Source: an optimization exercise on an open RTL-to-GDS flow (aim: small area). Production flows keep margins and buffers that such runs may drop. In this exercise RTL edits were held to simulation tests only and were not proved equivalent to the original. Power is estimated from default activity; no workload was simulated.

Design h_lcd, start of the top module:
module h_lcd(state, eval, success, clk_in, rst, rs, e, data);
Settings: LEC_CHECK=0, ABC_AREA=1, CAP_MARGIN=20, CORE_MARGIN=2, CORE_UTILIZATION=40, CTS_BUF_LIST=sky130_fd_sc_hd__clkbuf_4, CTS_CLUSTER_DIAMETER=200, CTS_CLUSTER_SIZE=30, GPL_TIMING_DRIVEN=0, SETUP_SLACK_MARGIN=0.3, SLEW_MARGIN=20; clock period 5.0 ns.
standard.sh (not shown) runs the stock make flow with config.mk's settings and CLKGATE_MAP_FILE= SYNTH_SCRIPT=/design/flow/synth_recipe.tcl, a recipe that flattens the netlist after the stock synthesis.
==> flow/flow/run.sh <==
#!/bin/bash
# Layout flow: the standard ORFS flow (standard.sh) with these changes,
# all aimed at cell area:
#  - synthesis maps the logic with an area-only ABC script
#    (flow/abc_area.script: strash; dch -f; map -a) in place of ORFS's
#    abc_area.script, which maps for delay and then buffers and upsizes;
#    Yosys's own early ABC run and the half/full-adder extraction are skipped
#    (SYNTH_ARGS=-noabc, ADDER_MAP_FILE empty), so ABC sees the design's
#    logic as written;
#  - the port buffers are sky130_fd_sc_hd__buf_1;
#  - the larger flip-flop sizes (dfxtp_2, dfxtp_4) are added to the
#    platform's don't-use list, so that timing repair buffers the loads of a
#    flip-flop instead of upsizing it.
# Every script is ORFS's own, copied unchanged apart from abc_area.script.
# All tool output goes to make.log and to ORFS's logs under orfs/logs.
set -euo pipefail
W=$(pwd)
# the platform's don't-use cells (platforms/sky130hd/config.mk) and two more
DONT_USE="sky130_fd_sc_hd__probe_p_8 sky130_fd_sc_hd__probec_p_8 sky130_fd_sc_hd__lpflow_bleeder_1 sky130_fd_sc_hd__lpflow_clkbufkapwr_1 sky130_fd_sc_hd__lpflow_clkbufkapwr_16 sky130_fd_sc_hd__lpflow_clkbufkapwr_2 sky130_fd_sc_hd__lpflow_clkbufkapwr_4 sky130_fd_sc_hd__lpflow_clkbufkapwr_8 sky130_fd_sc_hd__lpflow_clkinvkapwr_1 sky130_fd_sc_hd__lpflow_clkinvkapwr_16 sky130_fd_sc_hd__lpflow_clkinvkapwr_2 sky130_fd_sc_hd__lpflow_clkinvkapwr_4 sky130_fd_sc_hd__lpflow_clkinvkapwr_8 sky130_fd_sc_hd__lpflow_decapkapwr_12 sky130_fd_sc_hd__lpflow_decapkapwr_3 sky130_fd_sc_hd__lpflow_decapkapwr_4 sky130_fd_sc_hd__lpflow_decapkapwr_6 sky130_fd_sc_hd__lpflow_decapkapwr_8 sky130_fd_sc_hd__lpflow_inputiso0n_1 sky130_fd_sc_hd__lpflow_inputiso0p_1 sky130_fd_sc_hd__lpflow_inputiso1n_1 sky130_fd_sc_hd__lpflow_inputiso1p_1 sky130_fd_sc_hd__lpflow_inputisolatch_1 sky130_fd_sc_hd__lpflow_isobufsrc_1 sky130_fd_sc_hd__lpflow_isobufsrc_16 sky130_fd_sc_hd__lpflow_isobufsrc_2 sky130_fd_sc_hd__lpflow_isobufsrc_4 sky130_fd_sc_hd__lpflow_isobufsrc_8 sky130_fd_sc_hd__lpflow_isobufsrckapwr_16 sky130_fd_sc_hd__lpflow_lsbuf_lh_hl_isowell_tap_1 sky130_fd_sc_hd__lpflow_lsbuf_lh_hl_isowell_tap_2 sky130_fd_sc_hd__lpflow_lsbuf_lh_hl_isowell_tap_4 sky130_fd_sc_hd__lpflow_lsbuf_lh_isowell_4 sky130_fd_sc_hd__lpflow_lsbuf_lh_isowell_tap_1 sky130_fd_sc_hd__lpflow_lsbuf_lh_isowell_tap_2 sky130_fd_sc_hd__lpflow_lsbuf_lh_isowell_tap_4 sky130_fd_sc_hd__dfxtp_2 sky130_fd_sc_hd__dfxtp_4"
rm -rf "$W/scripts"
cp -r "$FLOW_HOME/scripts" "$W/scripts"
cp "$W/flow/abc_area.script" "$W/scripts/abc_area.script"
bash "$W/standard.sh" SCRIPTS_DIR="$W/scripts" SYNTH_ARGS=-noabc ADDER_MAP_FILE= \
  BUFFER_PORTS_ARGS="-buffer_cell sky130_fd_sc_hd__buf_1" \
  DONT_USE_CELLS="$DONT_USE" finish > "$W/make.log" 2>&1
Other scripts of this flow, unchanged in this note and not shown: flow/flow/abc_area.script
==> next run, changes <==
==> flow/flow/run.sh (replaced) <==
#!/bin/bash
# Layout flow: the standard ORFS flow (standard.sh) with these changes,
# all aimed at cell area:
#  - synthesis maps the logic with an area-only ABC script
#    (flow/abc_area.script: strash; dch -f; map -a) in place of ORFS's
#    abc_area.script, which maps for delay and then buffers and upsizes;
#    Yosys's own early ABC run and the half/full-adder extraction are skipped
#    (SYNTH_ARGS=-noabc, ADDER_MAP_FILE empty), so ABC sees the design's
#    logic as written;
#  - the port buffers are sky130_fd_sc_hd__buf_1.
# Every script is ORFS's own, copied unchanged apart from abc_area.script.
# All tool output goes to make.log and to ORFS's logs under orfs/logs.
set -euo pipefail
W=$(pwd)
rm -rf "$W/scripts"
cp -r "$FLOW_HOME/scripts" "$W/scripts"
cp "$W/flow/abc_area.script" "$W/scripts/abc_area.script"
bash "$W/standard.sh" SCRIPTS_DIR="$W/scripts" SYNTH_ARGS=-noabc ADDER_MAP_FILE= \
  BUFFER_PORTS_ARGS="-buffer_cell sky130_fd_sc_hd__buf_1" finish > "$W/make.log" 2>&1
- CORE_UTILIZATION: 40 -> 55
- PLACE_DENSITY: default -> 0.75
Outcome:
- sequential power grows by about 5%
- worst setup slack got worse by 43 ps
- clock power is about the same
- worst hold slack improves by 11 ps
- power hardly moves
==> next run, changes <==
- CAP_MARGIN: 20 -> 0
- CORE_UTILIZATION: 55 -> 40
- PLACE_DENSITY: 0.75 -> default
- SLEW_MARGIN: 20 -> 0
What happened: The changed run completed with no timing, DRC or antenna violations; total power barely changes; cell area increases slightly; combinational power is about the same.
==> next run, changes <==
- CAP_MARGIN: 0 -> 20
- SLEW_MARGIN: 0 -> 20
Clock skew stays the same.
Global-route usage does not change.
Total power is unchanged.
Core utilization does not change.
Routed wire length is unchanged.
Worst setup slack is unchanged.
==> next run, changes <==
- GPL_TIMING_DRIVEN: 0 -> default
Setup slack improved by 130 ps. Global-route usage grows by 0.91 points. Cell area grows by a few percent. Via count grows slightly. Synthesized cell count is unchanged. Count of clock-buffer cells in the layout is unchanged. Power grows by a few percent. Clock skew hardly moves. Wire length grows slightly. Non-clock buffer count grows by 20.
==> next run, changes <==
- GPL_TIMING_DRIVEN: default -> 0
- SETUP_SLACK_MARGIN: 0.3 -> 0.2
=> The changed run went through all stages and came out clean. Clock skew increases by 5.9 ps. Via count decreases slightly. Power goes down by a few percent. Register-to-register slack is worse by 150 ps. Utilization goes down by 1.4 points. Wire length came out lower slightly. Clock-buffer cell count is unchanged. Area after synthesis does not change. Combinational power falls by roughly a tenth. Worst hold slack gets worse by 6.4 ps. Fmax drops by a few percent.

* * *

main:
Another version of the RTL of h_lcd (not shown whole).
Size in the first run: roughly 15 flip-flops, roughly 17 I/O pins.
==> flow/design.v (excerpt) <==
module h_lcd(state, eval, success, clk_in, rst, rs, e, data);
  input [2:0] state;
  wire [2:0] state;
  input eval;
  wire eval;
  input success;
  wire success;
  input clk_in;
  wire clk_in;
  input rst;
  wire rst;
  output rs;
  wire rs;
  output e;
  wire e;
  output [7:0] data;
  wire [7:0] data;
  wire _0000_;
  wire _0001_;
  wire _0002_;
  wire _0003_;
  wire _0004_;
  wire _0005_;
  wire _0006_;
  wire _0007_;
  wire _0008_;
  wire _0009_;
  wire _0010_;
  wire _0011_;
  wire _0012_;
  wire _0013_;
  wire _0014_;
  wire _0015_;
  wire _0016_;
  wire _0017_;
  wire _0018_;
  wire _0019_;
  wire _0020_;
  wire _0021_;
  wire _0022_;
  wire _0023_;
  wire _0024_;
  wire _0025_;
  wire _0026_;
  wire _0027_;
  wire _0028_;
  wire _0029_;
  wire _0030_;
  wire _0031_;
  wire _0032_;
  wire _0033_;
  wire _0034_;
  wire _0035_;
  wire _0036_;
  wire _0037_;
  wire _0038_;
  wire _0039_;
  wire _0040_;
  wire _0041_;
  wire _0042_;
  wire _0043_;
  wire _0044_;
  wire _0045_;
  wire _0046_;
  wire _0047_;
  wire _0048_;
  wire _0049_;
  wire _0050_;
  wire _0051_;
  wire _0052_;
  wire _0053_;
  wire _0054_;
  wire _0055_;
  wire _0056_;
  wire _0057_;
  wire _0058_;
  wire _0059_;
  wire _0060_;
  wire _0061_;
  wire _0062_;
  wire _0063_;
  wire _0064_;
  wire _0065_;
  wire _0066_;
  wire _0067_;
  wire _0068_;
  wire _0069_;
  wire _0070_;
  wire _0071_;
  ...
Settings: LEC_CHECK=0, ABC_AREA=1, CAP_MARGIN=20, CORE_MARGIN=2, CORE_UTILIZATION=40, GPL_TIMING_DRIVEN=0, SETUP_SLACK_MARGIN=0.4, SLEW_MARGIN=20; clock period 5.0 ns.
==> flow/flow/run.sh <==
#!/bin/bash
# Layout flow: the standard ORFS flow (standard.sh) with these changes,
# all aimed at cell area:
#  - synthesis maps the logic with an area-only ABC script
#    (flow/abc_area.script: strash; dch -f; map -a) in place of ORFS's
#    abc_area.script, which maps for delay and then buffers and upsizes;
#    Yosys's own early ABC run and the half/full-adder extraction are skipped
#    (SYNTH_ARGS=-noabc, ADDER_MAP_FILE empty), so ABC sees the design's
#    logic as written;
#  - the port buffers are sky130_fd_sc_hd__buf_1.
# Every script is ORFS's own, copied unchanged apart from abc_area.script.
# All tool output goes to make.log and to ORFS's logs under orfs/logs.
set -euo pipefail
W=$(pwd)
rm -rf "$W/scripts"
cp -r "$FLOW_HOME/scripts" "$W/scripts"
cp "$W/flow/abc_area.script" "$W/scripts/abc_area.script"
bash "$W/standard.sh" SCRIPTS_DIR="$W/scripts" SYNTH_ARGS=-noabc ADDER_MAP_FILE= \
  BUFFER_PORTS_ARGS="-buffer_cell sky130_fd_sc_hd__buf_1" finish > "$W/make.log" 2>&1
==> flow/flow/abc_area.script <==
strash
dch -f
map -a
topo
Edits applied to the flow inputs when going from main to the feature branch:
- clearing SETUP_SLACK_MARGIN, which used to be 0.4
- clearing GPL_TIMING_DRIVEN, which used to be 0
==> flow/run.sh (new file) <==
#!/bin/bash
# synth_recipe.tcl (not shown) runs the flow's synth.tcl, then flattens the netlist and writes it again
# the make line also repeats each setting of config.mk as NAME=value (left out here)
make -C /OpenROAD-flow-scripts/flow DESIGN_CONFIG=/design/flow/config.mk WORK_HOME=/design/flow/orfs CLKGATE_MAP_FILE= SYNTH_SCRIPT=/design/flow/synth_recipe.tcl finish
removed: flow/flow/run.sh
removed: flow/flow/abc_area.script
removed: flow/standard.sh
[summary]
The feature branch finished every step from synthesis to the final layout, and the layout passed the timing, DRC and antenna checks. As far as multiplexer share of the synthesized area is concerned, the feature branch and main perform about the same. [compare] base=main new=the feature branch: mean post-synth cell area closely matched the old numbers, number of standard cells in the final layout excluding fillers increased by about 22% relative to the old numbers. main reports its end of the critical path as data[3] while the feature branch reports data[2].

-- port drivers added, routing unchanged --
The flow's constraints put no driver on any port. The routed layouts listed below were extracted and timed again, unchanged, in two steps.
Step 1 assumes that a clkbuf_16 drives the clock port and a buf_2 every other input.
Step 2 also shifts input and output timing later by t, the mid clock arrival at the registers, as if the neighbouring blocks saw the same clock.
Three values: ideal, step 1, step 2; two values: the first two.
| run | t (ns) | setup WS [ns] | worst hold slack (ns) | worst register clock-pin slew, ns |
|---|---|---|---|---|
| the first run of note 1 | 0.308 | 0.359 / 0.339 / 0.648 | 0.493 / 0.493 / 0.493 | 0.10 / 0.10 |
| the second run of note 1 | 0.300 | 0.316 / 0.296 / 0.596 | 0.504 / 0.504 / 0.504 | 0.08 / 0.08 |
| the third run of note 1 | 0.307 | 0.356 / 0.336 / 0.644 | 0.495 / 0.495 / 0.495 | 0.10 / 0.10 |
| the fourth run of note 1 | 0.307 | 0.356 / 0.336 / 0.644 | 0.495 / 0.495 / 0.495 | 0.10 / 0.10 |
| the fifth run of note 1 | 0.315 | 0.484 / 0.466 / 0.781 | 0.504 / 0.504 / 0.504 | 0.11 / 0.11 |
| the sixth run of note 1 | 0.310 | 0.340 / 0.320 / 0.630 | 0.497 / 0.497 / 0.497 | 0.10 / 0.10 |
| main | 0.274 | 0.334 / 0.312 / 0.585 | 0.535 / 0.535 / 0.535 | 0.06 / 0.06 |
| the feature branch | 0.267 | 0.511 / 0.489 / 0.756 | 0.517 / 0.517 / 0.517 | 0.06 / 0.06 |
After both steps every run listed still meets setup and hold.
